From an optimization exercise on the open Yosys and OpenROAD flow, aimed at a short achievable clock period and few clock cycles; shortcuts taken in it are not production practice.
Where RTL was checked, it was by simulation tests only, not by an equivalence proof against the original.
No functional check of the RTL was part of runs 1 to 5.
No activity file was given, so power comes from the tool's default toggle rates.

==> design/flow/design.v <==
module Regs(
    input clk,
    input [4:0] Rs1_addr,
    input [4:0] Rs2_addr,
    input [4:0] Wt_addr,
    input [31:0] Wt_data,
    input RegWrite,
    output [31:0] Rs1_data,
    output [31:0] Rs2_data
    );
    reg [31:0] r [1:31];
    assign Rs1_data = (Rs1_addr == 5'd0) ? 32'b0 : r[Rs1_addr];
    assign Rs2_data = (Rs2_addr == 5'd0) ? 32'b0 : r[Rs2_addr];
    always @(posedge clk) begin
        if (RegWrite && Wt_addr != 5'd0)
            r[Wt_addr] <= Wt_data;
    end
endmodule
`timescale 1ns / 1ps
module SCPU(
    input clk,
    input rst,
    input [31:0] inst_in,
    input [31:0] Data_in,
    output [3:0] RAM_mask,
    output [31:0] Data_out,
    output [31:0] Addr_out,
    output        MemWrite,
    output [31:0] PC_out
    );
reg  [31:0] PC;
reg  [31:0] PC_n, Addr_n;
reg         d_valid, d_bp;
reg  [31:0] d_inst, d_pc;
reg  [3:0]  bt_v;
reg  [1:0]  bt_ptr;
reg  [31:2] bt_pc [0:3];
reg  [31:2] bt_tg [0:3];
reg         e_kill;                      
reg  [31:0] e_rs1v, e_rs2v, e_imm, e_kval, e_altpc;
reg  [4:0]  e_rd;
reg  [1:0]  e_w;
reg         e_we, e_load, e_store, e_bimm, e_lu, e_kn, e_skip1, e_jalr;
reg         e_fa_m, e_fb_m;
reg         s_add, s_sub, s_sll, s_sr, s_sra, s_slt, s_sltu, s_xor, s_or, s_and, s_k;
reg  [3:0]  f_eq, f_ne, f_lt, f_ge, f_ltu, f_geu;    
reg  [31:0] m_res;
reg  [4:0]  m_rd;
reg         m_we, m_load;
reg  [2:0]  m_f3;
reg         m_store;
reg  [31:0] m_sdata;
reg  [3:0]  m_mask;
reg  [31:0] w_val;
reg  [4:0]  w_rd;
reg         w_we;
assign PC_out   = ~PC_n;
assign Addr_out = ~Addr_n;
assign MemWrite = m_store;
assign Data_out = m_sdata;
assign RAM_mask = m_mask;
reg [31:0] m_ld;
always @(*) begin
    case (m_f3)
        3'd0: case (m_res[1:0])
                2'd0: m_ld = {{24{Data_in[7]}},  Data_in[7:0]};
                2'd1: m_ld = {{24{Data_in[15]}}, Data_in[15:8]};
                2'd2: m_ld = {{24{Data_in[23]}}, Data_in[23:16]};
                default: m_ld = {{24{Data_in[31]}}, Data_in[31:24]};
              endcase
        3'd1: m_ld = m_res[1] ? {{16{Data_in[31]}}, Data_in[31:16]} : {{16{Data_in[15]}}, Data_in[15:0]};
        3'd4: case (m_res[1:0])
                2'd0: m_ld = {24'b0, Data_in[7:0]};
                2'd1: m_ld = {24'b0, Data_in[15:8]};
                2'd2: m_ld = {24'b0, Data_in[23:16]};
                default: m_ld = {24'b0, Data_in[31:24]};
              endcase
        3'd5: m_ld = m_res[1] ? {16'b0, Data_in[31:16]} : {16'b0, Data_in[15:0]};
        default: m_ld = Data_in;
    endcase
end
wire ex_we    = e_we & ~e_kill;
wire ex_load  = e_load & ~e_kill;
wire ex_store = e_store & ~e_kill;
wire ex_jalr  = e_jalr & ~e_kill;
wire [4:0] d_opc = d_inst[6:2];
wire [4:0] d_rs1 = d_inst[19:15];
wire [4:0] d_rs2 = d_inst[24:20];
wire [4:0] d_rd  = d_inst[11:7];
wire [2:0] d_f3  = d_inst[14:12];
wire is_lui   = d_opc == 5'b01101;
wire is_auipc = d_opc == 5'b00101;
wire is_jal   = d_opc == 5'b11011;
wire is_jalr  = d_opc == 5'b11001;
wire is_br    = d_opc == 5'b11000;
wire is_load  = d_opc == 5'b00000;
wire is_store = d_opc == 5'b01000;
wire is_opimm = d_opc == 5'b00100;
wire is_op    = d_opc == 5'b01100;
wire is_alu   = is_op | is_opimm;
wire uses1 = is_jalr | is_br | is_load | is_store | is_alu;
wire uses2 = is_br | is_store | is_op;
wire d_we  = (is_lui | is_auipc | is_jal | is_jalr | is_load | is_alu) & (d_rd != 5'd0);
wire [31:0] immI = {{20{d_inst[31]}}, d_inst[31:20]};
wire [31:0] immS = {{20{d_inst[31]}}, d_inst[31:25], d_inst[11:7]};
wire [31:0] immB = {{19{d_inst[31]}}, d_inst[31], d_inst[7], d_inst[30:25], d_inst[11:8], 1'b0};
wire [31:0] immU = {d_inst[31:12], 12'b0};
wire [31:0] immJ = {{11{d_inst[31]}}, d_inst[31], d_inst[19:12], d_inst[20], d_inst[30:21], 1'b0};
wire [31:0] d_tgt = d_pc + (is_jal ? immJ : is_auipc ? immU : immB);
wire [31:0] d_pc4 = d_pc + 32'd4;
wire [31:0] rf1, rf2;
Regs U1(
    .clk(clk),
    .Rs1_addr(d_rs1),
    .Rs2_addr(d_rs2),
    .Wt_addr(w_rd),
    .Wt_data(w_val),
    .RegWrite(w_we),
    .Rs1_data(rf1),
    .Rs2_data(rf2)
);
wire [31:0] m_val = m_load ? m_ld : m_res;
wire [31:0] d_rs1v = (m_we && m_rd == d_rs1) ? m_val : (w_we && w_rd == d_rs1) ? w_val : rf1;
wire [31:0] d_rs2v = (m_we && m_rd == d_rs2) ? m_val : (w_we && w_rd == d_rs2) ? w_val : rf2;
wire stall = d_valid & ex_load &
             ((uses1 & e_rd == d_rs1) | (uses2 & e_rd == d_rs2));
wire d_pred = is_br & d_inst[31];
wire fa_m = ex_we & (e_rd == d_rs1);
wire fa_w = m_we & (m_rd == d_rs1);    
wire fb_m = ex_we & (e_rd == d_rs2);
wire want_br = is_jal | d_pred;
wire jf_ok = is_jalr & ((fa_m & e_kn) | (~fa_m & fa_w & ~m_load));
wire [31:0] jf_sum = (fa_m ? e_kval : m_res) + immI;
wire want = want_br | jf_ok;
wire [31:0] id_target = jf_ok ? {jf_sum[31:1], 1'b0} : want_br ? d_tgt : d_pc4;
wire id_go  = d_valid & ~stall & (d_bp ? ~want_br : want);
wire bt_ins = d_valid & ~stall & ~d_bp & want_br;
reg         bt_hit;
reg  [31:2] bt_tgt;
integer bi;
always @(*) begin
    bt_hit = 1'b0;
    bt_tgt = 30'b0;
    for (bi = 0; bi < 4; bi = bi + 1)
        if (bt_v[bi] && bt_pc[bi] == PC[31:2]) begin
            bt_hit = 1'b1;
            bt_tgt = bt_tgt | bt_tg[bi];
        end
end
wire [31:0] i_next = bt_hit ? {bt_tgt, 2'b00} : PC + 32'd4;
wire [31:0] ea = e_fa_m ? m_res : e_rs1v;
wire [31:0] eb = e_fb_m ? m_res : e_rs2v;
wire [31:0] bop = e_bimm ? e_imm : eb;
wire [31:0] sum  = ea + bop;
wire [31:0] dif  = ea - eb;
wire        slt  = $signed(ea) < $signed(bop);
wire        sltu = ea < bop;
wire [31:0] sll  = ea << bop[4:0];
wire [32:0] sra_in = {s_sra & ea[31], ea};
wire [32:0] sr33 = $signed(sra_in) >>> bop[4:0];
wire [31:0] srx  = sr33[31:0];
wire [31:0] alu = ({32{s_add}}  & sum)
                | ({32{s_sub}}  & dif)
                | ({32{s_sll}}  & sll)
                | ({32{s_sr}}   & srx)
                | ({32{s_xor}}  & (ea ^ bop))
                | ({32{s_or}}   & (ea | bop))
                | ({32{s_and}}  & (ea & bop))
                | ({32{s_k}}    & e_kval)
                | {31'b0, (s_slt & slt) | (s_sltu & sltu)};
wire [31:0] av [0:1];
wire [31:0] bv [0:1];
assign av[0] = e_rs1v; assign av[1] = m_res;
assign bv[0] = e_rs2v; assign bv[1] = m_res;
wire [3:0] p_eq, p_lt, p_ltu;
genvar gi, gj;
generate
    for (gi = 0; gi < 2; gi = gi + 1) begin : ga
        for (gj = 0; gj < 2; gj = gj + 1) begin : gb
            assign p_eq[gi*2+gj]  = av[gi] == bv[gj];
            assign p_lt[gi*2+gj]  = $signed(av[gi]) < $signed(bv[gj]);
            assign p_ltu[gi*2+gj] = av[gi] < bv[gj];
        end
    end
endgenerate
wire x_cond = ~e_kill & (|((f_eq & p_eq) | (f_ne & ~p_eq) | (f_lt & p_lt) |
                           (f_ge & ~p_lt) | (f_ltu & p_ltu) | (f_geu & ~p_ltu)));
wire skip_ok = e_skip1 & d_valid & ~d_bp;
wire [31:0] jt = ea + e_imm;
wire x_squash    = x_cond & skip_ok;
wire x_redirect  = (x_cond & ~skip_ok) | ex_jalr;
wire id_redirect = id_go & ~x_cond & ~ex_jalr;
wire [31:0] sdata = (e_w == 2'd0) ? {4{eb[7:0]}} :
                    (e_w == 2'd1) ? {2{eb[15:0]}} : eb;
wire [3:0]  smask = (e_w == 2'd0) ? (4'b0001 << sum[1:0]) :
                    (e_w == 2'd1) ? (sum[1] ? 4'b1100 : 4'b0011) : 4'b1111;
wire [31:0] pc_nc = ex_jalr ? {jt[31:1], 1'b0} :
                    stall   ? PC :
                    id_go   ? id_target : i_next;
wire        dv_nc = ~ex_jalr & (stall ? d_valid : ~id_go);
wire [31:0] pc_c  = skip_ok ? i_next : e_altpc;
wire [31:0] pc_next = x_cond ? pc_c : pc_nc;
wire [2:0] bf = d_pred ? {d_f3[2:1], ~d_f3[0]} : d_f3;    
wire       v_in = d_valid & ~stall;
wire       vb = v_in & is_br;
wire [3:0] pair = {fa_m & fb_m, fa_m & ~fb_m, ~fa_m & fb_m, ~fa_m & ~fb_m};
wire       alu_add = (is_alu & d_f3 == 3'd0 & ~(is_op & d_inst[30])) | is_load | is_store;
always @(posedge clk or posedge rst) begin
    if (rst) begin
        PC      <= 32'b0;
        PC_n    <= 32'hffffffff;
        d_valid <= 1'b0;
        bt_v    <= 4'b0;
        bt_ptr  <= 2'b0;
        e_kill  <= 1'b0;
        e_we    <= 1'b0;
        e_load  <= 1'b0;
        e_store <= 1'b0;
        e_jalr  <= 1'b0;
        f_eq    <= 4'b0;
        f_ne    <= 4'b0;
        f_lt    <= 4'b0;
        f_ge    <= 4'b0;
        f_ltu   <= 4'b0;
        f_geu   <= 4'b0;
        m_store <= 1'b0;
        m_we    <= 1'b0;
        w_we    <= 1'b0;
    end else begin
        PC      <= pc_next;
        PC_n    <= ~pc_next;
        if (bt_ins & ~x_cond & ~ex_jalr) begin
            bt_v[bt_ptr] <= 1'b1;
            bt_ptr <= bt_ptr + 2'd1;
        end
        d_valid <= x_cond ? skip_ok : dv_nc;
        e_kill  <= x_cond | ex_jalr;
        e_we    <= v_in & d_we;
        e_load  <= v_in & is_load;
        e_store <= v_in & is_store;
        e_jalr  <= v_in & is_jalr & ~jf_ok & ~d_bp;
        f_eq    <= {4{vb & (bf == 3'd0)}} & pair;
        f_ne    <= {4{vb & (bf == 3'd1)}} & pair;
        f_lt    <= {4{vb & (bf == 3'd4)}} & pair;
        f_ge    <= {4{vb & (bf == 3'd5)}} & pair;
        f_ltu   <= {4{vb & (bf == 3'd6)}} & pair;
        f_geu   <= {4{vb & (bf == 3'd7)}} & pair;
        m_we    <= ex_we;
        m_store <= ex_store;
        w_we    <= m_we;
    end
end
always @(posedge clk) begin
    if (!stall) begin
        d_inst <= inst_in;
        d_pc   <= PC;
        d_bp   <= bt_hit;
    end
    if (bt_ins) begin
        bt_pc[bt_ptr] <= d_pc[31:2];
        bt_tg[bt_ptr] <= d_tgt[31:2];
    end
    e_rs1v  <= d_rs1v;
    e_rs2v  <= d_rs2v;
    e_imm   <= is_store ? immS : immI;
    e_kval  <= is_lui ? immU : is_auipc ? d_tgt : d_pc4;
    e_altpc <= (is_br & ~d_inst[31]) ? d_tgt : d_pc4;
    e_rd    <= d_rd;
    e_w     <= d_f3[1:0];
    e_lu    <= d_f3[2];
    e_bimm  <= ~(is_op | is_br);
    e_fa_m  <= fa_m;
    e_fb_m  <= fb_m;
    s_add   <= alu_add;
    s_sub   <= is_op & d_f3 == 3'd0 & d_inst[30];
    s_sll   <= is_alu & d_f3 == 3'd1;
    s_slt   <= is_alu & d_f3 == 3'd2;
    s_sltu  <= is_alu & d_f3 == 3'd3;
    s_xor   <= is_alu & d_f3 == 3'd4;
    s_sr    <= is_alu & d_f3 == 3'd5;
    s_sra   <= d_inst[30];
    s_or    <= is_alu & d_f3 == 3'd6;
    s_and   <= is_alu & d_f3 == 3'd7;
    s_k     <= is_lui | is_auipc | is_jal | is_jalr;
    e_kn    <= is_lui | is_auipc | is_jal | is_jalr;
    e_skip1 <= is_br & (immB == 32'd8);
    m_res   <= alu;
    Addr_n  <= ~alu;
    m_rd    <= e_rd;
    m_load  <= e_load;
    m_f3    <= {e_lu, e_w};
    m_sdata <= sdata;
    m_mask  <= smask;
    w_val   <= m_load ? m_ld : m_res;
    w_rd    <= m_rd;
end
endmodule
==> design/flow/flow/run.sh <==
#!/bin/bash
# Standard ORFS flow, with two changes to how it optimises timing:
#  * adders are left to ABC as plain logic instead of the library's half/full
#    adder cells (ADDER_MAP_FILE empty), which gives shallower carry logic;
#  * timing repair aims for slack MARGIN ns beyond the clock period.
set -euo pipefail
MARGIN=${MARGIN:-11}
bash standard.sh SETUP_SLACK_MARGIN=$MARGIN ADDER_MAP_FILE= finish > flow_make.log 2>&1
==> design/flow/standard.sh <==
#!/bin/bash
# synth_recipe.tcl (not shown) runs the flow's synth.tcl, then flattens the netlist and writes it again
# the make line also repeats each setting of config.mk as NAME=value (left out here)
make -C /OpenROAD-flow-scripts/flow DESIGN_CONFIG=/design/flow/config.mk WORK_HOME=/design/flow/orfs CLKGATE_MAP_FILE= SYNTH_SCRIPT=/design/flow/synth_recipe.tcl "${@:-finish}"
==> design/flow/config.mk <==
export PLATFORM = sky130hd
export DESIGN_NAME = SCPU
export DESIGN_NICKNAME = SCPU
export VERILOG_FILES = /design/flow/design.v
export SDC_FILE = /design/flow/constraint.sdc
export NUM_CORES = 8
export LEC_CHECK = 0
export ABC_CLOCK_PERIOD_IN_PS = 4000
export CAP_MARGIN = 20
export CORE_MARGIN = 2
export CORE_UTILIZATION = 60
export PLACE_DENSITY = 0.72
export SETUP_SLACK_MARGIN = 5
export SLEW_MARGIN = 20
==> design/flow/constraint.sdc <==
create_clock -name core_clock -period 15.0 [get_ports {clk}]
set_input_delay 3.0000 -clock core_clock [delete_from_list [all_inputs] [get_ports {clk}]]
set_output_delay 3.0000 -clock core_clock [all_outputs]
set_load 0.01 [all_outputs]
==> flow_summary.toml, run 1 <==
[hold_path]
min_to = "m_f3[2]"
hold_start = "e_lu"
whs_path_depth = 0
hold_class = "flop to flop"

[pwr]
power.total_mw = 16.2
p_int_mw = 10.3
swShare_pct = 36.8
seqPwrFrac_pct = 40.6
p_leak_nw = 38.9
p_per_area_mw_per_mm2 = 146
vdd_drop_max_v = 0.000122
switchingPower_mw = 5.96
p_clk_share_pct = 28.5
p_comb_share_pct = 31.0

[clock_network]
insertion_delay_ps = 910
cts_tree = "yes"
clockRootBuffer = "clkbuf_16"
cts.sinks = 1713
cts_buffers = 173
hold_buffers = 0
clk_pin_slew_worst_paths_ps = 70
htreeDepth = 4
clk_path_buf_depth = 3

[sta]
hold_viol = 0
timing.final.crit_share_pct = 30.3
drv_slew = 0
clock.fmax_ghz = 0.220
final.setup.tns_ps = 0
period_needed_ps = 4540
skew_ps = 98.1
layout_setup_ws_ps = 10460
rsz0062_at_grt = "true"
tightest_slew_ps = 1210
max-slew-margin-rel_pct = 19.1
setup_viol = 0

[placed_design]
gp_congestion = 1.03
port_buffers = 164
place_ws_ps = 8460
dp_hpwl_mm = 238
placed_cells = 9513

[final_layout]
multiInputGateArea_mm2 = 0.0463
area_growth_syn_to_layout_pct = 19.7
final_core_util_pct = 72.3
drive_above_1_share_pct = 29.4
final_cell_mix = "edfxtp_1, mux4_2, nor2_1"
fillers = 9916
seq_area_mm2 = 0.0480
fin_cells = 10200
layout.nets = 8074
final_common_cell = "edfxtp_1"

[die]
num_rows = 144
start_util_pct = 60.4
die_area_mm2 = 0.158
dieHeight_um = 398
core_area_mm2 = 0.154
die_w_um = 398
ios = 167

[setup_path]
critical_path_class = "flop to primary output"
end_kind = "primary output"
crit_family = "flip-flops"
path_cells = "inv_2 > buf_6"
worstPathRequired_ps = 12000
r2r.worst_path.cells = 18
startpoint = "PC_n[20]"
r2r_setup_slack_ps = 10590
crit_path_max_incr_delay_ps = 530
reg2reg_from = "e_rs1v[26]"
crit_cells = 2
critPathArrivalTime_ps = 1540
crit_slowest_cell = "dfstp_2"
cp_max_fo = 1
critPathBufInv = 2
startpoint_type = "flop"

[logic_synthesis]
synth_top_area_cell = "edfxtp_1"
synth_edf_count = 1295
yosysWarningCount = 2
ys_seq_elements = 1713
synthCells = 7721
syn-cell-area_mm2 = 0.0931
synthTopCellsByArea = "edfxtp_1, mux4_2, dfxtp_1, xnor2_1, a21oi_1"
synth_area_per_cell_um2 = 12.1
ys_seq_area_share_pct = 51.4
synth_top_area_share_pct = 41.8
synth_cell_types = 107
async_reset_ff_share_pct = 5.84
syn_nets = 7787
synth_flop_cell = "edfxtp_1"

[global_routing]
grt_pass1_vias = 74700
grt_start_max_net_pins = 160
grt_pass1_wl_mm = 558
antenna_found_initial = 24
grt_overflow = 0
grt_use_total_pct = 49.7

[route]
drc = 0
dr.pass1.iters = 8
wl_per_cell_um = 39.4
antenna_left = 0
totalWireLength_mm = 402
vias_per_cell = 7.65
dr_total_vias = 78100
drtIter0Drc = 13400

[run_status]
status = "no timing/DRC/antenna violations"

[job]
maxCapViolCount = 0
## routing by layer
layer / vias up / part of all wire (%) / global-route usage [%]
li1: 30400 / - / -
met1: 37900 / 33 / 63.1
met2: 7740 / 42 / 70.9
met3: 2054 / 15 / 16.9
met4: 18 / 9.7 / 37.0
met5: - / 0.081 / 0.817
## worst max-delay path by stage
stage,end
floorplan,bt_pc[0][0]
global placement,PC_n[29]
detailed placement,bt_ptr[1]
CTS,PC_out[26]
global route,PC_out[20]
finish,PC_out[20]
## final cells by class
cell class / count / area share [%]
Tap cell: 2044 / 2.30
Inverter: 239 / 0.853
Sequential cell: 1713 / 43.1
Timing Repair Buffer: 721 / 6.88
Multi-Input combinational cell: 5160 / 41.6
Clock inverter: 100 / 1.09
Clock buffer: 224 / 4.14
Antenna cell: 16 / 0.0360
## flip-flops by register name (all words and copies together), names as in the netlist, 12 cells and up, named ones only
register  cells
PC           17
e_altpc      32
U1.r        992
PC_n         32
d_inst       30
d_pc         32
bt_pc       120
e_kval       32
e_rs1v       32
m_res        32
w_val        32
m_sdata      32
Addr_n       32
bt_tg       120
e_rs2v       32
e_imm        12
## per-stage QoR
stage,area (um^2),hold slack [ps]
floorplan,93400,310
CTS,109000,369
finish,111000,361
global route,111000,366
detailed placement,97100,358
global placement,97100,349
## cells by family (layout without fill, tap and decap cells)
kind of cell    Yosys count  after routing  share of synthesized area [%]
compound gates         1850           1851                           13.0
simple gates           1794           1800                           9.00
flops                  1713           1713                           51.4
mux                     904            906                           17.3
buf+inv                 857           1284                           3.57
xor+xnor                500            500                           4.71
fa+ha+maj               103            103                           1.11
other cells               0             16                              0
## repair_timing
item | 4_1_cts | 5_1_grt
hold endpoints to repair | 0 | 0
buffers inserted | 230 | 85
pin swaps | 137 | 90
resized for setup | 1209 | 354
gates cloned | 41 | 8
setup endpoints to repair | 738 | 508
## power groups by stage
stage	logic, mW	registers [mW]	clock network [mW]
after global routing	5.17	6.59	4.71
after CTS	4.45	6.51	4.51
after detailed placement	3.60	6.61	0
after floorplan	2.55	6.03	0
after global placement	3.56	6.60	0
final	5.02	6.58	4.62
## cell usage after synthesis (all sizes together) (18+ instances only)
cell and count:
edfxtp 1295, nor2 584, mux4 548, a21oi 503, nand2 503, clkbuf 475
o21ai 416, xnor2 339, dfxtp 318, inv 238, mux2i 238, a211oi 165
xor2 161, nand3 160, buf 143, mux2 118, a221oi 115, maj3 103
o211ai 83, a22oi 81, nand4 81, nor3 81, a21o 72, a31oi 72
dfrtp 68, nand2b 59, and3 58, and2 49, nor4 48, nor2b 45
o31ai 33, dfstp 32, or3 27, o22ai 26, a21boi 25, o221ai 24
o2111ai 23, o21a 21, or2 21, or4 21, a221o 18
## worst reg2reg max path: cells and delay by family (launching register included)
kind	cells	cell delay [ps]
DFF	1	480
AOI/OAI and AO/OA	4	690
buffers and inverters	6	880
and+or+nand+nor	6	1860
xor gates and xnor gates	1	170
muxes	1	270
==> run 2, diff against run 1 <==
--- a/design/flow/config.mk
+++ b/design/flow/config.mk
@@ -9,6 +9,8 @@
 export CAP_MARGIN = 20
 export CORE_MARGIN = 2
 export CORE_UTILIZATION = 60
+export CTS_CLUSTER_DIAMETER = 80
+export CTS_CLUSTER_SIZE = 24
 export PLACE_DENSITY = 0.72
 export SETUP_SLACK_MARGIN = 5
 export SLEW_MARGIN = 20
==> run 2 against run 1 <==
Effect of this change: count of clock-buffer cells in the layout down 88; still clean on timing, DRC and antenna; global-route usage down 3.0 points; final cell count down 1.5%; wire length down 5.7%; synthesized cell count unchanged; first-iteration DRC count down 4.8%; critical endpoint is now m_res[30]; worst hold slack better by 24 ps; via count down 3.0%; sequential share of layout area up 1.1 points.
==> flow_summary.toml, run 2 <==
[sta]
hold_viol = 0
max-slew-margin-rel_pct = 17.8
timing.final.crit_share_pct = 30.5
period_needed_ps = 4570
skew_ps = 65.4
drv_slew = 0
tightest_slew_ps = 1220
layout_setup_ws_ps = 10430
clock.fmax_ghz = 0.219
setup_viol = 0
final.setup.tns_ps = 0
rsz0062_at_grt = "true"

[pwr]
p_comb_share_pct = 33.9
p_int_mw = 9.07
vdd_drop_max_v = 0.000142
swShare_pct = 37.9
switchingPower_mw = 5.53
p_leak_nw = 37.7
seqPwrFrac_pct = 44.9
p_per_area_mw_per_mm2 = 134
p_clk_share_pct = 21.2
power.total_mw = 14.6

[setup_path]
cp_max_fo = 6
worstPathRequired_ps = 15650
end_kind = "flop"
critPathArrivalTime_ps = 5220
r2r.worst_path.cells = 18
critical_path_class = "flop to flop"
startpoint_type = "flop"

[route]
vias_per_cell = 7.53
dr.pass1.iters = 9
antenna_left = 0
dr_total_vias = 75800
drtIter0Drc = 12700
totalWireLength_mm = 380
wl_per_cell_um = 37.7
drc = 0

[final_layout]
final_cell_mix = "edfxtp_1, mux4_2, nor2_1"
largest_reg_flops = 992
largest_register = "U1.r"
drive_above_1_share_pct = 29.3
final_common_cell = "edfxtp_1"
area_growth_syn_to_layout_pct = 16.9
layout.nets = 8000
fillers = 10300
top_regs = "U1.r (992), bt_pc (120), bt_tg (120)"

[logic_synthesis]
ys_seq_elements = 1713
synth_edf_count = 1295
ys_seq_area_share_pct = 51.4
synth_commonest_cells = "edfxtp_1, nor2_1, mux4_2"
synthTopCellsByArea = "edfxtp_1, mux4_2, dfxtp_1, xnor2_1, a21oi_1"
synth_cell_types = 107
async_reset_ff_share_pct = 5.84
synth_area_per_cell_um2 = 12.1
synth_top_area_share_pct = 41.8
synth_top_area_cell = "edfxtp_1"
yosysWarningCount = 2
syn_nets = 7787
synthCells = 7721
syn-cell-area_mm2 = 0.0931
yosysMostFrequentCell = "edfxtp_1"
synth_flop_cell = "edfxtp_1"

[placed_design]
dp_hpwl_mm = 238
gp_congestion = 1.03
port_buffers = 164
place_ws_ps = 8460

[die]
num_rows = 144
dieHeight_um = 398
die_w_um = 398
ios = 167
core_area_mm2 = 0.154
die_area_mm2 = 0.158
start_util_pct = 60.4

[hold_path]
whs_path_depth = 0
hold_class = "flop to flop"

[clock_network]
clk_path_buf_depth = 3
cts_tree = "yes"
cts_buffers = 96
cts.sinks = 1713
clockRootBuffer = "clkbuf_16"
htreeDepth = 3
clk_pin_slew_worst_paths_ps = 100
hold_buffers = 0
insertion_delay_ps = 800

[global_routing]
antenna_found_initial = 21
grt_start_max_net_pins = 160
grt_pass1_wl_mm = 526
grt_overflow = 0
grt_pass1_vias = 71500
grt_use_total_pct = 46.8

[job]
maxCapViolCount = 0

[run_status]
status = "no timing/DRC/antenna violations"
## run 2: logic make-up (layout without fill, tap and decap cells)
kind of cell	after synthesis	count (layout)	synth area share, %
compound gates	1850	1851	13.0
xor+xnor	500	500	4.71
fa+ha+maj	103	103	1.11
buf+inv	857	1136	3.57
flops	1713	1713	51.4
mux	904	906	17.3
other cells	0	15	0
simple gates	1794	1800	9.00
## run 2: worst max-delay path, cell delays in order (launching register included)
cell and delay [ps]:
dfxtp_4 510, mux2i_4 350, clkinvlp_4 140, buf_6 140, buf_6 110, mux2i_4 180
buf_12 140, o21ai_4 70, a41oi_4 280, a211oi_4 110, o2bb2ai_4 210, a311oi_4 420
buf_4 200, a21oi_4 50, a31o_4 280, o31a_1 310, maj3_2 360, xor2_2 200
a221o_1 350
## run 2: cell type report
cell class                      instances  area (um^2)  area share [%]
Sequential cell                      1713        48100            44.2
Multi-Input combinational cell       5160        46400            42.7
Timing Repair Buffer                  723         7510            6.90
Clock buffer                          136         2580            2.38
Tap cell                             2044         2560            2.35
Inverter                              239          946           0.869
Clock inverter                         37          667           0.613
Antenna cell                           15         37.5          0.0345
Timing Repair inverter                  1         8.76         0.00805
## run 2: metrics by stage
stage	utilization [%]	cells	hold slack, ps	instance area [um^2]
after CTS	68.4	9906	386	105000
after floorplan	-	7721	310	93400
after global placement	63.0	9513	349	97100
after detailed placement	63.0	9513	358	97100
after global routing	70.6	10100	398	109000
final	70.6	10100	385	109000
## run 2: what timing repair did
action / in CTS / in global routing
endpoints found under the setup margin: 756 / 575
setup buffers: 186 / 132
cloned: 34 / 15
resized for setup: 1175 / 491
pin swaps: 104 / 153
## run 2: metal layers
| layer | track usage, % | vias to the layer above | share of wire [%] |
|---|---|---|---|
| li1 | - | 30200 | - |
| met5 | 0.0605 | - | 0.029 |
| met3 | 12.9 | 1656 | 14 |
| met1 | 61.4 | 37300 | 34 |
| met4 | 31.8 | 16 | 8.8 |
| met2 | 68.0 | 6670 | 43 |
## run 2: path summary, 6_finish.rpt
check,startpoint,end,slack (ps)
worst max-delay path,e_fb_m,m_res[30],10430
worst min-delay path,e_lu,m_f3[2],390
worst max register to register,e_fb_m,m_res[30],10430
worst min register to register,e_lu,m_f3[2],390
max in group asynchronous,rst,PC[3],11190
min in group asynchronous,rst,asynchronous set/reset pin,2770
## run 2: power by group through the flow
stage                     clock network [mW]  registers, mW  logic, mW
final                                   3.09           6.56       4.95
after global routing                    3.21           6.57       5.12
after CTS                               3.06           6.49       4.31
after detailed placement                   0           6.61       3.60
after global placement                     0           6.60       3.56
after floorplan                            0           6.03       2.55
==> run 3, diff against run 2 <==
--- a/design/flow/design.v
+++ b/design/flow/design.v
@@ -29,7 +29,6 @@
     output [31:0] PC_out
     );
 reg  [31:0] PC;
-reg  [31:0] PC_n, Addr_n;
 reg         d_valid, d_bp;
 reg  [31:0] d_inst, d_pc;
 reg  [3:0]  bt_v;
@@ -54,8 +53,8 @@
 reg  [31:0] w_val;
 reg  [4:0]  w_rd;
 reg         w_we;
-assign PC_out   = ~PC_n;
-assign Addr_out = ~Addr_n;
+assign PC_out   = PC;
+assign Addr_out = m_res;
 assign MemWrite = m_store;
 assign Data_out = m_sdata;
 assign RAM_mask = m_mask;
@@ -208,7 +207,6 @@
 always @(posedge clk or posedge rst) begin
     if (rst) begin
         PC      <= 32'b0;
-        PC_n    <= 32'hffffffff;
         d_valid <= 1'b0;
         bt_v    <= 4'b0;
         bt_ptr  <= 2'b0;
@@ -228,7 +226,6 @@
         w_we    <= 1'b0;
     end else begin
         PC      <= pc_next;
-        PC_n    <= ~pc_next;
         if (bt_ins & ~x_cond & ~ex_jalr) begin
             bt_v[bt_ptr] <= 1'b1;
             bt_ptr <= bt_ptr + 2'd1;
@@ -285,7 +282,6 @@
     e_kn    <= is_lui | is_auipc | is_jal | is_jalr;
     e_skip1 <= is_br & (immB == 32'd8);
     m_res   <= alu;
-    Addr_n  <= ~alu;
     m_rd    <= e_rd;
     m_load  <= e_load;
     m_f3    <= {e_lu, e_w};
--- a/design/flow/config.mk
+++ b/design/flow/config.mk
@@ -9,8 +9,6 @@
 export CAP_MARGIN = 20
 export CORE_MARGIN = 2
 export CORE_UTILIZATION = 60
-export CTS_CLUSTER_DIAMETER = 80
-export CTS_CLUSTER_SIZE = 24
 export PLACE_DENSITY = 0.72
 export SETUP_SLACK_MARGIN = 5
 export SLEW_MARGIN = 20
==> run 3 against run 2 <==
Effect of this change: combinational power is essentially flat; count of clock-buffer cells in the layout grew 88; critical path depth shrank 17; final cell count shrank 2.2%; still clean; utilization grew 1.6 points; clock skew shrank 23 ps; worst hold slack lost 18 ps; first-iteration DRC count shrank 3.3%.
==> flow_summary.toml, run 3 <==
[run_status]
status = "no timing/DRC/antenna violations"

[route]
drtIter0Drc = 12300
vias_per_cell = 7.50
dr_total_vias = 73800
dr.pass1.iters = 10
wl_per_cell_um = 38.5
totalWireLength_mm = 379
antenna_left = 0
drc = 0

[sta]
clock.fmax_ghz = 0.221
period_needed_ps = 4530
timing.final.crit_share_pct = 30.2
drv_slew = 0
max-slew-margin-rel_pct = 16.4
tightest_slew_ps = 1250
setup_viol = 0
hold_viol = 0
rsz0062_at_grt = "true"
layout_setup_ws_ps = 10470
final.setup.tns_ps = 0
skew_ps = 42.3

[final_layout]
final_cell_mix = "edfxtp_1, mux4_2, nand2_1"
layout.nets = 7749
area_growth_syn_to_layout_pct = 19.8
largest_reg_flops = 992
largest_register = "U1.r"
final_common_cell = "edfxtp_1"
drive_above_1_share_pct = 30.7
top_regs = "U1.r (992), bt_pc (120), bt_tg (120)"

[global_routing]
grt_overflow = 0
grt_use_total_pct = 48.3
grt_pass1_wl_mm = 523
grt_start_max_net_pins = 151
grt_pass1_vias = 70700
antenna_found_initial = 18

[setup_path]
critical_path_class = "flop to primary output"
worstPathRequired_ps = 12000
crit_family = "flip-flops"
critPathArrivalTime_ps = 1530
crit_path_max_incr_delay_ps = 550
cp_max_fo = 2
path_cells = "buf_6"
end_kind = "primary output"
crit_slowest_cell = "dfrtp_4"
critPathBufInv = 1
startpoint_type = "flop"

[pwr]
power.total_mw = 15.5
vdd_drop_max_v = 0.000160
p_per_area_mw_per_mm2 = 143
p_leak_nw = 37.3

[logic_synthesis]
syn_nets = 7366
synthTopCellsByArea = "edfxtp_1, mux4_2, dfxtp_1, xnor2_1, mux2i_1"
yosysMostFrequentCell = "edfxtp_1"
ys_seq_area_share_pct = 51.3
synth_top_area_cell = "edfxtp_1"
synth_area_per_cell_um2 = 12.4
syn-cell-area_mm2 = 0.0902
synthCells = 7300
synth_edf_count = 1295
synth_cell_types = 125
synth_top_area_share_pct = 43.1
yosysWarningCount = 2
async_reset_ff_share_pct = 4.12
synth_flop_cell = "edfxtp_1"
ys_seq_elements = 1649
synth_commonest_cells = "edfxtp_1, mux4_2, nor2_1"

[die]
ios = 167
num_rows = 142
start_util_pct = 60.3
dieHeight_um = 392
die_area_mm2 = 0.153
die_w_um = 392
core_area_mm2 = 0.150

[placed_design]
place_ws_ps = 8900
gp_congestion = 1.04
dp_hpwl_mm = 229
port_buffers = 164

[hold_path]
hold_class = "flop to flop"

[clock_network]
clk_pin_slew_worst_paths_ps = 60
insertion_delay_ps = 850
clockRootBuffer = "clkbuf_16"
cts_tree = "yes"
htreeDepth = 4
cts.sinks = 1649
clk_path_buf_depth = 3
cts_buffers = 170

[job]
maxCapViolCount = 0
==> run 3: per-layer routing <==
layer	track usage, %	wire (um)	vias to the layer above
met2	71.8	165000	6755
li1	-	-	29100
met1	60.2	125000	36100
met5	0	245	-
met4	33.0	33400	24
met3	16.0	55600	1832
==> run 3: per-stage QoR <==
step | std cells | hold WS [ps] | area [um^2] | utilization, %
6_report | 9848 | 367 | 108000 | 72.3
5_1_grt | 9842 | 376 | 108000 | 72.2
4_1_cts | 9692 | 364 | 105000 | 70.2
3_5_place_dp | 9108 | 350 | 94200 | 63.0
3_3_place_gp | 9108 | 348 | 94200 | 63.0
2_1_floorplan | 7300 | 310 | 90400 | -
==> run 3: worst reg2reg max path: cells and delay by family, from the launching register on <==
| family | cells | cell delay [ps] |
|---|---|---|
| DFF | 1 | 450 |
| xor gates and xnor gates | 1 | 150 |
| AOI/OAI and AO/OA | 7 | 1810 |
| and+or+nand+nor | 5 | 1400 |
| muxes | 1 | 330 |
| buffers and inverters | 1 | 170 |
==> run 3: final timing paths <==
path,start,endpoint,slack [ps],depth (start not counted)
min in group asynchronous,rst,m_store,2700,3
setup / recovery,PC[14],PC_out[14],10470,1
setup reg to reg,e_rs1v[7],PC[30],10570,15
hold reg to reg,e_load,m_load,370,0
max in group asynchronous,rst,PC[12],11560,3
hold / removal,e_load,m_load,370,0
==> run 3: what timing repair did <==
action,CTS,global route
pin swaps,91,175
hold buffers,0,0
gates resized for setup,1186,385
buffers inserted,246,145
cloned,23,5
setup endpoints to repair,716,426
==> run 3: report_power, final <==
group,switching (mW),internal (mW)
Combinational,3.00,1.96
Sequential,0.649,5.47
Clock,1.97,2.41
==> run 3: final cells by class <==
class | count | area, um^2
inverters | 149 | 649
well taps | 2016 | 2520
repair inverters | 3 | 33.8
fillers | 9645 | 41500
diodes | 6 | 15.0
multi-input cells | 4929 | 44700
clock inverters | 91 | 1000
clock buffers | 224 | 4670
flip-flops and latches | 1649 | 46600
repair buffers | 781 | 7900
==> run 3: cell families (layout without fill, tap and decap cells) <==
group                      after synthesis  count (layout)  share of synthesized area, %
AOI/OAI and AO/OA                     1644            1645                          12.0
xor gates and xnor gates               499             499                          4.87
adders and majority gates               91              91                          1.02
buffers and inverters                  727            1248                          3.23
DFF                                   1649            1649                          51.3
muxes                                  952             954                          18.4
other                                    0               6                             0
and+or+nand+nor                       1738            1740                          9.10
==> run 4, diff against run 3 <==
--- a/design/flow/design.v
+++ b/design/flow/design.v
@@ -28,7 +28,8 @@
     output        MemWrite,
     output [31:0] PC_out
     );
-reg  [31:0] PC;
+reg  [31:0] PC_o, PC_n, Addr_n;
+wire [31:0] PC = ~PC_n;
 reg         d_valid, d_bp;
 reg  [31:0] d_inst, d_pc;
 reg  [3:0]  bt_v;
@@ -53,8 +54,8 @@
 reg  [31:0] w_val;
 reg  [4:0]  w_rd;
 reg         w_we;
-assign PC_out   = PC;
-assign Addr_out = m_res;
+assign PC_out   = PC_o;
+assign Addr_out = ~Addr_n;
 assign MemWrite = m_store;
 assign Data_out = m_sdata;
 assign RAM_mask = m_mask;
@@ -105,7 +106,10 @@
 wire [31:0] immB = {{19{d_inst[31]}}, d_inst[31], d_inst[7], d_inst[30:25], d_inst[11:8], 1'b0};
 wire [31:0] immU = {d_inst[31:12], 12'b0};
 wire [31:0] immJ = {{11{d_inst[31]}}, d_inst[31], d_inst[19:12], d_inst[20], d_inst[30:21], 1'b0};
-wire [31:0] d_tgt = d_pc + (is_jal ? immJ : is_auipc ? immU : immB);
+wire [31:0] tgt_b = d_pc + immB;
+wire [31:0] tgt_j = d_pc + immJ;
+wire [31:0] tgt_u = {d_pc[31:12] + d_inst[31:12], d_pc[11:0]};
+wire [31:0] d_tgt = is_jal ? tgt_j : tgt_b;    
 wire [31:0] d_pc4 = d_pc + 32'd4;
 wire [31:0] rf1, rf2;
 Regs U1(
@@ -206,7 +210,8 @@
 wire       alu_add = (is_alu & d_f3 == 3'd0 & ~(is_op & d_inst[30])) | is_load | is_store;
 always @(posedge clk or posedge rst) begin
     if (rst) begin
-        PC      <= 32'b0;
+        PC_o    <= 32'b0;
+        PC_n    <= 32'hffffffff;
         d_valid <= 1'b0;
         bt_v    <= 4'b0;
         bt_ptr  <= 2'b0;
@@ -225,8 +230,9 @@
         m_we    <= 1'b0;
         w_we    <= 1'b0;
     end else begin
-        PC      <= pc_next;
-        if (bt_ins & ~x_cond & ~ex_jalr) begin
+        PC_o    <= pc_next;
+        PC_n    <= ~pc_next;
+        if (bt_ins) begin
             bt_v[bt_ptr] <= 1'b1;
             bt_ptr <= bt_ptr + 2'd1;
         end
@@ -260,8 +266,8 @@
     e_rs1v  <= d_rs1v;
     e_rs2v  <= d_rs2v;
     e_imm   <= is_store ? immS : immI;
-    e_kval  <= is_lui ? immU : is_auipc ? d_tgt : d_pc4;
-    e_altpc <= (is_br & ~d_inst[31]) ? d_tgt : d_pc4;
+    e_kval  <= is_lui ? immU : is_auipc ? tgt_u : d_pc4;
+    e_altpc <= (is_br & ~d_inst[31]) ? tgt_b : d_pc4;
     e_rd    <= d_rd;
     e_w     <= d_f3[1:0];
     e_lu    <= d_f3[2];
@@ -282,6 +288,7 @@
     e_kn    <= is_lui | is_auipc | is_jal | is_jalr;
     e_skip1 <= is_br & (immB == 32'd8);
     m_res   <= alu;
+    Addr_n  <= ~alu;
     m_rd    <= e_rd;
     m_load  <= e_load;
     m_f3    <= {e_lu, e_w};
--- a/design/flow/config.mk
+++ b/design/flow/config.mk
@@ -9,6 +9,8 @@
 export CAP_MARGIN = 20
 export CORE_MARGIN = 2
 export CORE_UTILIZATION = 60
+export CTS_CLUSTER_DIAMETER = 80
+export CTS_CLUSTER_SIZE = 24
 export PLACE_DENSITY = 0.72
 export SETUP_SLACK_MARGIN = 5
 export SLEW_MARGIN = 20
==> run 4 against run 3 <==
Effect of this change: synthesized area rose by 3.6%; sequential power rose by 6.0%; global-route usage fell by 3.4 points; critical endpoint is now PC_out[30]; design area rose by 0.53%; first-iteration DRC count fell by 2.4%.
==> flow_summary.toml, run 4 <==
[run_status]
status = "no timing/DRC/antenna violations"

[setup_path]
critical_path_class = "flop to primary output"
crit_slowest_cell = "dfrtp_2"
path_cells = "buf_6"
critPathArrivalTime_ps = 1420
worstPathRequired_ps = 12000
end_kind = "primary output"
cp_max_fo = 1
crit_path_max_incr_delay_ps = 480
critPathBufInv = 1
crit_family = "flip-flops"
startpoint_type = "flop"

[die]
num_rows = 144
start_util_pct = 60.5
core_area_mm2 = 0.154
ios = 167
die_w_um = 399
dieHeight_um = 399
die_area_mm2 = 0.159

[route]
totalWireLength_mm = 363
antenna_left = 0
wl_per_cell_um = 35.9
dr.pass1.iters = 10
dr_total_vias = 74300
drc = 0
drtIter0Drc = 12000
vias_per_cell = 7.35

[logic_synthesis]
syn_nets = 7765
syn-cell-area_mm2 = 0.0934
ys_seq_elements = 1713
synth_top_area_share_pct = 41.6
synth_top_area_cell = "edfxtp_1"
yosysWarningCount = 2
async_reset_ff_share_pct = 5.84
synthCells = 7699
yosysMostFrequentCell = "edfxtp_1"
ys_seq_area_share_pct = 51.2
yosys.area_share.adder_pct = 0.936
synth_cell_types = 115
synth_area_per_cell_um2 = 12.1
synthSimpleGateAreaFrac_pct = 9.09
synth_compound_area_share_pct = 12.3
synth_edf_count = 1295
synthTopCellsByArea = "edfxtp_1, mux4_2, dfxtp_1, xnor2_1, mux2i_1"
synth_xor_area_share_pct = 5.20
synth_flop_cell = "edfxtp_1"
synth_commonest_cells = "edfxtp_1, nor2_1, mux4_2"
synthMuxAreaShare_pct = 17.8
synth_top_family_by_area = "multiplexers"

[final_layout]
fillers = 10600
final_core_util_pct = 70.4
largest_reg_flops = 992
final_cell_mix = "edfxtp_1, mux4_2, nor2_1"
largest_register = "U1.r"
final_common_cell = "edfxtp_1"
top_regs = "U1.r (992), bt_pc (120), bt_tg (120)"
area_growth_syn_to_layout_pct = 16.3
post-route-cell-area_mm2 = 0.109
layout.nets = 8040
drive_above_1_share_pct = 29.1

[pwr]
p_per_area_mw_per_mm2 = 131
vdd_drop_max_v = 0.000142
p_leak_nw = 37.9

[clock_network]
clockRootBuffer = "clkbuf_16"
insertion_delay_ps = 800
clk_path_buf_depth = 3
htreeDepth = 3
cts.sinks = 1713
cts_buffers = 97
cts_tree = "yes"
hold_buffers = 0
clk_pin_slew_worst_paths_ps = 90

[sta]
clock.fmax_ghz = 0.226
hold_viol = 0
setup_viol = 0
tightest_slew_ps = 1130
rsz0062_at_grt = "true"
period_needed_ps = 4420
final.setup.tns_ps = 0
timing.final.crit_share_pct = 29.4
max-slew-margin-rel_pct = 24.3
drv_slew = 0
skew_ps = 69.4

[placed_design]
placed_area_mm2 = 0.0972
dp_hpwl_mm = 229
gp_congestion = 1.02
port_buffers = 164

[global_routing]
grt_overflow = 0
grt_start_max_net_pins = 113
grt_pass1_wl_mm = 506
grt_use_total_pct = 44.9
grt_pass1_vias = 69300
antenna_found_initial = 22

[job]
maxCapViolCount = 0

[hold_path]
hold_class = "flop to flop"
[run 4: cell types whose count changed after synthesis, moves of 27 or more]
cell     delta
a21oi_1    -33
xor2_1     +90
dfstp_2    +32
buf_2      +32
inv_1      +81
dfxtp_1    +32
nor2_1     +76
xnor2_1    -31
nand2_1    +27
[run 4: worst paths after layout]
path	start	to	slack [ps]	depth (start not counted)
max reg2reg	e_fa_m	PC_o[24]	10780	18
max in group asynchronous	rst	PC_n[5]	11150	4
max	PC_o[30]	PC_out[30]	10580	1
min reg2reg	e_lu	m_f3[2]	340	0
min	e_lu	m_f3[2]	340	0
min in group asynchronous	rst	f_eq[0]	3000	3
[run 4: metal layers]
metal / routed length (um) / up-vias / GRT usage (%) / part of all wire (%)
li1: - / 30000 / - / -
met1: 126000 / 36700 / 60.2 / 35
met2: 156000 / 6218 / 65.6 / 43
met3: 51800 / 1341 / 11.6 / 14
met4: 29300 / 22 / 28.3 / 8.1
met5: 140 / - / 0 / 0.039
[run 4: through the flow]
| stage | std cells | power (mW) | hold slack (ps) | worst slack, ps |
|---|---|---|---|---|
| floorplan | 7699 | 8.57 | 310 | 10470 |
| global placement | 9495 | 10.2 | 317 | 8870 |
| detailed placement | 9495 | 10.2 | 318 | 8780 |
| CTS | 9932 | 13.6 | 337 | 10590 |
| global route | 10100 | 14.5 | 353 | 10590 |
| finish | 10100 | 14.2 | 338 | 10580 |
[run 4: timing repair]
| item | 4_1_cts | 5_1_grt |
|---|---|---|
| gates cloned | 25 | 4 |
| buffers inserted | 228 | 167 |
| setup endpoints to repair | 660 | 491 |
| pin swaps | 115 | 182 |
| gates resized for setup | 1017 | 490 |
[run 4: cells by family after synthesis]
group                      after synthesis
adders and majority gates               87
and+or+nand+nor                       1839
DFF                                   1713
xor gates and xnor gates               555
buffers and inverters                  833
muxes                                  944
AOI/OAI and AO/OA                     1728
[run 4: area by class of cell]
cell class / instances / area [um^2] / area share [%]
antenna: 5 / 12.5 / 0.0115
clock buffer: 138 / 2730 / 2.51
clock inverter: 46 / 667 / 0.614
inverter: 229 / 938 / 0.864
multi-input combinational: 5160 / 46300 / 42.6
sequential: 1713 / 48000 / 44.2
tap: 2044 / 2560 / 2.35
timing repair buffer: 767 / 7380 / 6.79
timing repair inverter: 6 / 52.6 / 0.0484
[run 4: where the power goes]
group	leakage, nW	internal [mW]	switching [mW]
clock network	1.62	1.41	1.73
logic	20.5	1.81	2.76
registers	15.8	5.71	0.784
==> run 5, diff against run 4 <==
--- a/design/flow/flow/run.sh
+++ b/design/flow/flow/run.sh
@@ -4,5 +4,5 @@
 #    adder cells (ADDER_MAP_FILE empty), which gives shallower carry logic;
 #  * timing repair aims for slack MARGIN ns beyond the clock period.
 set -euo pipefail
-MARGIN=${MARGIN:-11}
+MARGIN=${MARGIN:-12}
 bash standard.sh SETUP_SLACK_MARGIN=$MARGIN ADDER_MAP_FILE= finish > flow_make.log 2>&1
==> run 5 against run 4 <==
Effect of this change: utilization grew 6.4 points; wire length increased by 8.1%; sequential power barely moved; critical endpoint is now PC_out[26].
==> flow_summary.toml, run 5 <==
[global_routing]
grt_use_total_pct = 47.3
grt_pass1_wl_mm = 534
antenna_found_initial = 21
grt_overflow = 0
grt_start_max_net_pins = 73
grt_pass1_vias = 73900

[sta]
skew_ps = 94.0
drv_slew = 0
clock.fmax_ghz = 0.226
period_needed_ps = 4420
rsz0062_at_grt = "true"
hold_viol = 0
max-slew-margin-rel_pct = 18.3
tightest_slew_ps = 1220
final.setup.tns_ps = 0
timing.final.crit_share_pct = 29.4
setup_viol = 0

[die]
die_w_um = 399
dieHeight_um = 399
core_area_mm2 = 0.154
die_area_mm2 = 0.159
ios = 167
start_util_pct = 60.5
num_rows = 144

[route]
totalWireLength_mm = 393
antenna_left = 0
dr_total_vias = 79300
wl_per_cell_um = 37.3
dr.pass1.iters = 10
vias_per_cell = 7.54
drc = 0
drtIter0Drc = 13600

[logic_synthesis]
yosysMostFrequentCell = "edfxtp_1"
synth_cell_types = 115
synthTopCellsByArea = "edfxtp_1, mux4_2, dfxtp_1, xnor2_1, mux2i_1"
syn_nets = 7765
synthCells = 7699
synth_edf_count = 1295
ys_seq_area_share_pct = 51.2
async_reset_ff_share_pct = 5.84
synth_top_area_share_pct = 41.6
synth_flop_cell = "edfxtp_1"
yosysWarningCount = 2
ys_seq_elements = 1713
synth_top_area_cell = "edfxtp_1"
syn-cell-area_mm2 = 0.0934
synth_area_per_cell_um2 = 12.1
synth_commonest_cells = "edfxtp_1, nor2_1, mux4_2"

[final_layout]
largest_register = "U1.r"
layout.nets = 8461
final_cell_mix = "edfxtp_1, buf_4, mux4_2"
final_common_cell = "edfxtp_1"
area_growth_syn_to_layout_pct = 26.8
largest_reg_flops = 992
drive_above_1_share_pct = 39.4
fillers = 9004
top_regs = "U1.r (992), bt_pc (120), bt_tg (120)"

[clock_network]
cts.sinks = 1713
cts_tree = "yes"
cts_buffers = 93
insertion_delay_ps = 820
clockRootBuffer = "clkbuf_16"
clk_pin_slew_worst_paths_ps = 100
htreeDepth = 3
clk_path_buf_depth = 3

[setup_path]
startpoint_type = "flop"
crit_slowest_cell = "dfrtp_1"
reg2reg_from = "d_inst[15]"
critical_path_class = "flop to primary output"
end_kind = "primary output"
critPathArrivalTime_ps = 1420
r2r_setup_slack_ps = 10770
r2r.worst_path.cells = 17
critPathBufInv = 1
path_cells = "buf_6"
startpoint = "PC_o[26]"
worstPathRequired_ps = 12000
cp_max_fo = 1
crit_family = "flip-flops"
reg2reg_to = "PC_o[22]"
crit_cells = 1
endpoint = "PC_out[26]"
crit_path_max_incr_delay_ps = 450

[pwr]
p_int_mw = 9.26
swShare_pct = 38.2
p_comb_share_pct = 37.2
seqPwrFrac_pct = 43.4
switchingPower_mw = 5.72
p_clk_share_pct = 19.4
power.total_mw = 15.0
vdd_drop_max_v = 0.000138
p_leak_nw = 41.9
p_per_area_mw_per_mm2 = 126

[run_status]
status = "no timing/DRC/antenna violations"

[placed_design]
dp_hpwl_mm = 223
gp_congestion = 1.04
port_buffers = 164

[hold_path]
hold_class = "flop to flop"

[job]
maxCapViolCount = 0
-- run 5: cell counts after synthesis --
No cell type changed its count.
-- run 5: per-layer routing --
layer / up-vias / wire length [um] / GRT usage, %
met2: 7397 / 165000 / 68.5
met1: 38700 / 126000 / 59.1
li1: 30900 / - / -
met5: - / 177 / 0
met3: 2308 / 62300 / 17.2
met4: 18 / 38900 / 33.4
-- run 5: cells by family after synthesis --
logic type      Yosys count  share of synthesized area [%]
mux                     944                           17.8
flops                  1713                           51.2
compound gates         1728                           12.3
fa+ha+maj                87                          0.936
xor+xnor                555                           5.20
simple gates           1839                           9.09
buf+inv                 833                           3.59
-- run 5: worst min-delay path by stage --
stage	to	from	slack [ps]	depth (start not counted)
finish	m_f3[2]	e_lu	360	0
global route	m_f3[2]	e_lu	350	0
CTS	m_f3[2]	e_lu	340	0
global placement	m_f3[2]	e_lu	320	0
floorplan	m_f3[2]	e_lu	310	0
detailed placement	m_f3[2]	e_lu	320	0
-- run 5: power groups by stage --
stage          clock network [mW]  logic (mW)  registers [mW]
5_1_grt                      3.04        5.68            6.50
2_1_floorplan                   0        2.69            6.05
4_1_cts                      2.88        4.64            6.43
3_5_place_dp                    0        3.66            6.62
6_report                     2.91        5.57            6.50
3_3_place_gp                    0        3.61            6.61
-- run 5: final cells by class --
| cell class | instances | area (um^2) | share of cell area (%) |
|---|---|---|---|
| Inverter | 229 | 960 | 0.810 |
| Clock buffer | 122 | 2500 | 2.11 |
| Timing Repair inverter | 1 | 8.76 | 0.00739 |
| Clock inverter | 34 | 442 | 0.373 |
| Multi-Input combinational cell | 5169 | 50200 | 42.4 |
| Antenna cell | 17 | 42.5 | 0.0359 |
| Tap cell | 2044 | 2560 | 2.16 |
| Timing Repair Buffer | 1188 | 13600 | 11.4 |
| Sequential cell | 1713 | 48200 | 40.7 |
-- run 5: repair_timing --
item | 4_1_cts | 5_1_grt
setup endpoints to repair | 917 | 785
setup buffers | 520 | 249
hold buffers | 0 | 0
gates resized for setup | 1855 | 690
cloned | 77 | 17
endpoints found under the hold margin | 0 | 0
pin swaps | 323 | 331
-- run 5: per-stage QoR --
step / setup slack, ps / instances / utilization [%] / area, um^2 / hold WS, ps
after floorplan: 10470 / 7699 / - / 95600 / 310
after global placement: 8950 / 9480 / 63.8 / 98500 / 317
after detailed placement: 8920 / 9480 / 63.8 / 98500 / 315
after CTS: 10580 / 10200 / 73.2 / 113000 / 337
after global routing: 10580 / 10500 / 76.7 / 118000 / 345
final: 10580 / 10500 / 76.7 / 118000 / 356
==> run 6, diff against run 5 <==
--- a/design/flow/design.v
+++ b/design/flow/design.v
@@ -37,11 +37,11 @@
 reg  [31:2] bt_pc [0:3];
 reg  [31:2] bt_tg [0:3];
 reg         e_kill;                      
-reg  [31:0] e_rs1v, e_rs2v, e_imm, e_kval, e_altpc;
+reg  [31:0] e_rs1v, e_rs2v, e_sv, e_kval, e_altpc;    
 reg  [4:0]  e_rd;
 reg  [1:0]  e_w;
-reg         e_we, e_load, e_store, e_bimm, e_lu, e_kn, e_skip1, e_jalr;
-reg         e_fa_m, e_fb_m;
+reg         e_we, e_load, e_store, e_lu, e_kn, e_skip1, e_jalr;
+reg         e_fa_m, e_fb_m, e_fs_m;
 reg         s_add, s_sub, s_sll, s_sr, s_sra, s_slt, s_sltu, s_xor, s_or, s_and, s_k;
 reg  [3:0]  f_eq, f_ne, f_lt, f_ge, f_ltu, f_geu;    
 reg  [31:0] m_res;
@@ -153,7 +153,8 @@
 wire [31:0] i_next = bt_hit ? {bt_tgt, 2'b00} : PC + 32'd4;
 wire [31:0] ea = e_fa_m ? m_res : e_rs1v;
 wire [31:0] eb = e_fb_m ? m_res : e_rs2v;
-wire [31:0] bop = e_bimm ? e_imm : eb;
+wire [31:0] bop = eb;
+wire [31:0] es = e_fs_m ? m_res : e_sv;      
 wire [31:0] sum  = ea + bop;
 wire [31:0] dif  = ea - eb;
 wire        slt  = $signed(ea) < $signed(bop);
@@ -189,12 +190,12 @@
 wire x_cond = ~e_kill & (|((f_eq & p_eq) | (f_ne & ~p_eq) | (f_lt & p_lt) |
                            (f_ge & ~p_lt) | (f_ltu & p_ltu) | (f_geu & ~p_ltu)));
 wire skip_ok = e_skip1 & d_valid & ~d_bp;
-wire [31:0] jt = ea + e_imm;
+wire [31:0] jt = sum;
 wire x_squash    = x_cond & skip_ok;
 wire x_redirect  = (x_cond & ~skip_ok) | ex_jalr;
 wire id_redirect = id_go & ~x_cond & ~ex_jalr;
-wire [31:0] sdata = (e_w == 2'd0) ? {4{eb[7:0]}} :
-                    (e_w == 2'd1) ? {2{eb[15:0]}} : eb;
+wire [31:0] sdata = (e_w == 2'd0) ? {4{es[7:0]}} :
+                    (e_w == 2'd1) ? {2{es[15:0]}} : es;
 wire [3:0]  smask = (e_w == 2'd0) ? (4'b0001 << sum[1:0]) :
                     (e_w == 2'd1) ? (sum[1] ? 4'b1100 : 4'b0011) : 4'b1111;
 wire [31:0] pc_nc = ex_jalr ? {jt[31:1], 1'b0} :
@@ -207,6 +208,7 @@
 wire       v_in = d_valid & ~stall;
 wire       vb = v_in & is_br;
 wire [3:0] pair = {fa_m & fb_m, fa_m & ~fb_m, ~fa_m & fb_m, ~fa_m & ~fb_m};
+wire       d_bimm = ~(is_op | is_br);
 wire       alu_add = (is_alu & d_f3 == 3'd0 & ~(is_op & d_inst[30])) | is_load | is_store;
 always @(posedge clk or posedge rst) begin
     if (rst) begin
@@ -264,16 +266,16 @@
         bt_tg[bt_ptr] <= d_tgt[31:2];
     end
     e_rs1v  <= d_rs1v;
-    e_rs2v  <= d_rs2v;
-    e_imm   <= is_store ? immS : immI;
+    e_rs2v  <= d_bimm ? (is_store ? immS : immI) : d_rs2v;
+    e_sv    <= d_rs2v;
     e_kval  <= is_lui ? immU : is_auipc ? tgt_u : d_pc4;
     e_altpc <= (is_br & ~d_inst[31]) ? tgt_b : d_pc4;
     e_rd    <= d_rd;
     e_w     <= d_f3[1:0];
     e_lu    <= d_f3[2];
-    e_bimm  <= ~(is_op | is_br);
     e_fa_m  <= fa_m;
-    e_fb_m  <= fb_m;
+    e_fb_m  <= fb_m & ~d_bimm;
+    e_fs_m  <= fb_m;
     s_add   <= alu_add;
     s_sub   <= is_op & d_f3 == 3'd0 & d_inst[30];
     s_sll   <= is_alu & d_f3 == 3'd1;
--- a/design/flow/flow/run.sh
+++ b/design/flow/flow/run.sh
@@ -4,5 +4,5 @@
 #    adder cells (ADDER_MAP_FILE empty), which gives shallower carry logic;
 #  * timing repair aims for slack MARGIN ns beyond the clock period.
 set -euo pipefail
-MARGIN=${MARGIN:-12}
+MARGIN=${MARGIN:-11}
 bash standard.sh SETUP_SLACK_MARGIN=$MARGIN ADDER_MAP_FILE= finish > flow_make.log 2>&1
==> run 6 against run 5 <==
Effect of this change: die area fell by 1.8%; clock skew fell by 37 ps; via count fell by 8.0%; design area fell by 7.6%; utilization fell by 4.7 points; critical path depth did not move; register-to-register slack got worse by 40 ps; non-clock buffer count fell by 295; worst hold slack got worse by 14 ps; total power fell by 5.2%; clock power rose by 7.2%; synthesized cell count fell by 2.5%; critical path type unchanged; critical endpoint is now PC_out[10].
==> flow_summary.toml, run 6 <==
[run_status]
status = "no timing/DRC/antenna violations"

[setup_path]
r2r.worst_path.cells = 18
crit_path_max_incr_delay_ps = 460
end_kind = "primary output"
path_cells = "buf_2"
critPathArrivalTime_ps = 1400
critPathBufInv = 1
critical_path_class = "flop to primary output"
startpoint_type = "flop"
crit_family = "flip-flops"
r2r_setup_slack_ps = 10730
crit_slowest_cell = "dfrtp_1"
crit_cells = 1
reg2reg_to = "PC_o[15]"
worstPathRequired_ps = 12000
reg2reg_from = "d_inst[16]"
cp_max_fo = 1

[placed_design]
dp_hpwl_mm = 221
gp_congestion = 1.04
placed_area_mm2 = 0.0956
port_buffers = 164

[route]
drtIter0Drc = 11800
wl_per_cell_um = 36.1
totalWireLength_mm = 361
dr.pass1.iters = 27
antenna_left = 0
vias_per_cell = 7.30
drc = 0
dr_total_vias = 73000

[logic_synthesis]
synth_top_area_share_pct = 42.4
synth_flop_cell = "edfxtp_1"
ys_seq_elements = 1734
synth_cell_types = 98
synth_top_area_cell = "edfxtp_1"
async_reset_ff_share_pct = 5.77
synthTopCellsByArea = "edfxtp_1, mux4_2, dfxtp_1, xnor2_1, mux2i_1"
synth_commonest_cells = "edfxtp_1, nor2_1, nand2_1"
synthCells = 7510
yosysWarningCount = 2
synth_area_per_cell_um2 = 12.2
syn_nets = 7576
yosysMostFrequentCell = "edfxtp_1"
syn-cell-area_mm2 = 0.0918
ys_seq_area_share_pct = 52.5
synth_edf_count = 1295

[die]
ios = 167
die_area_mm2 = 0.156
die_w_um = 395
dieHeight_um = 395
core_area_mm2 = 0.152
start_util_pct = 60.4
num_rows = 143

[clock_network]
cts_buffers = 98
cts.sinks = 1734
cts_tree = "yes"
clockRootBuffer = "clkbuf_16"
insertion_delay_ps = 790
htreeDepth = 3
clk_pin_slew_worst_paths_ps = 90
hold_buffers = 0
clk_path_buf_depth = 3

[sta]
holdWs_ps = 342
tightest_slew_ps = 1270
skew_ps = 56.7
period_needed_ps = 4400
max-slew-margin-rel_pct = 14.9
setup_viol = 0
hold_viol = 0
rsz0062_at_grt = "true"
clock.fmax_ghz = 0.227
timing.final.crit_share_pct = 29.3
drv_slew = 0
final.setup.tns_ps = 0

[job]
maxCapViolCount = 0

[hold_path]
min_to = "m_f3[2]"
hold_class = "flop to flop"
whs_path_depth = 0
hold_start = "e_lu"

[pwr]
p_leak_nw = 38.3
power.total_mw = 14.2
vdd_drop_max_v = 0.000137
p_per_area_mw_per_mm2 = 130

[final_layout]
post-route-cell-area_mm2 = 0.109
layout.nets = 7956
top_regs = "U1.r (992), bt_pc (120), bt_tg (120)"
fillers = 9971
area_growth_syn_to_layout_pct = 19.2
largest_reg_flops = 992
largest_register = "U1.r"
final_common_cell = "edfxtp_1"
final_cell_mix = "edfxtp_1, mux4_2, nand2_1"
drive_above_1_share_pct = 32.2

[global_routing]
grt_pass1_wl_mm = 497
grt_pass1_vias = 67900
grt_overflow = 0
grt_use_total_pct = 44.7
grt_start_max_net_pins = 140
antenna_found_initial = 15
run 6: per-layer routing:
metal | up-vias | wire length, um | track usage, %
met3 | 1464 | 50500 | 12.6
li1 | 29400 | - | -
met2 | 6077 | 156000 | 66.0
met1 | 36000 | 123000 | 58.2
met4 | 20 | 30800 | 29.4
met5 | - | 150 | 0
run 6: area by class of cell:
cell class	count	area, um^2	share of cell area [%]
repair buffers	893	8990	8.22
diodes	4	10.0	0.00915
clock buffers	130	2650	2.42
multi-input cells	4920	45000	41.1
well taps	2030	2540	2.32
clock inverters	42	629	0.575
flip-flops and latches	1734	48600	44.4
inverters	238	963	0.880
repair inverters	5	43.8	0.0400
run 6: per-stage QoR:
step           utilization, %  setup WS [ps]  instances
5_1_grt                  72.0          10620       9992
3_3_place_gp             62.9           8810       9256
3_5_place_dp             62.9           8670       9256
6_report                 72.0          10600       9996
4_1_cts                  69.5          10600       9793
2_1_floorplan               -          10350       7510
run 6: how the worst max path moves through the flow:
stage                    start          to  slack [ps]
finish                PC_o[10]  PC_out[10]       10600
global route          PC_o[10]  PC_out[10]       10620
CTS                   PC_o[10]  PC_out[10]       10600
detailed placement  d_inst[19]    PC_o[30]        8670
global placement    d_inst[18]    PC_o[30]        8810
floorplan           Data_in[7]  e_rs2v[10]       10350
run 6: cell families (layout without fill, tap and decap cells):
family          after synthesis  in the layout  share of synthesized area (%)
simple gates               1733           1734                           8.52
other cells                   0              4                              0
fa+ha+maj                    82             82                          0.894
buf+inv                     859           1308                           3.59
flops                      1734           1734                           52.5
mux                         900            900                           17.5
compound gates             1693           1695                           12.1
xor+xnor                    509            509                           4.87
run 6: power by group:
| group | internal [mW] | total (mW) | switching [mW] |
|---|---|---|---|
| clock network | 1.37 | 3.12 | 1.75 |
| registers | 5.74 | 6.44 | 0.704 |
| logic | 1.83 | 4.63 | 2.80 |
| total | 8.95 | 14.2 | 5.25 |
run 6: repair_timing:
action / 4_1_cts / 5_1_grt
pin swaps: 223 / 236
gates resized for setup: 1355 / 510
buffers inserted: 327 / 183
gates cloned: 38 / 16
setup endpoints to repair: 754 / 474
hold endpoints to repair: 0 / 0
Testbench counts of run 6, summed over its fixed seeds: cycles 60,095.

==> static timing again, ports no longer ideal <==
Ports are ideal in the flow. The routed layouts listed here were re-timed in OpenROAD. Step 1: set_driving_cell puts a clkbuf_16 on clk and a buf_2 on each other input, an assumption about the parent block. Step 2 adds t to the input delays and takes it off the output delays; t is the mean of the earliest and latest rising clock arrival at the registers after step 1. Input paths then give back, and output paths get back, about the clock's delay inside the block. a / b / c = ideal ports / drivers / drivers and shift; a / b = the first two.
| run | shift t [ns] | setup WS [ns] | worst setup path at the end |
|---|---|---|---|
| run 1 | 0.951 | 10.456 / 10.361 / 10.030 | input to register |
| run 2 | 0.870 | 10.428 / 10.389 / 10.179 | input to register |
| run 3 | 0.922 | 10.471 / 10.380 / 10.119 | input to register |
| run 4 | 0.857 | 10.584 / 10.491 / 10.047 | input to register |
| run 5 | 0.859 | 10.584 / 10.496 / 10.058 | input to register |
| run 6 | 0.855 | 10.598 / 10.504 / 9.864 | input to register |
After both steps setup and hold are still met in every run listed. The setup slack of run 6, which loses most, moves by -0.094 ns with the drivers and by -0.734 ns with both steps.
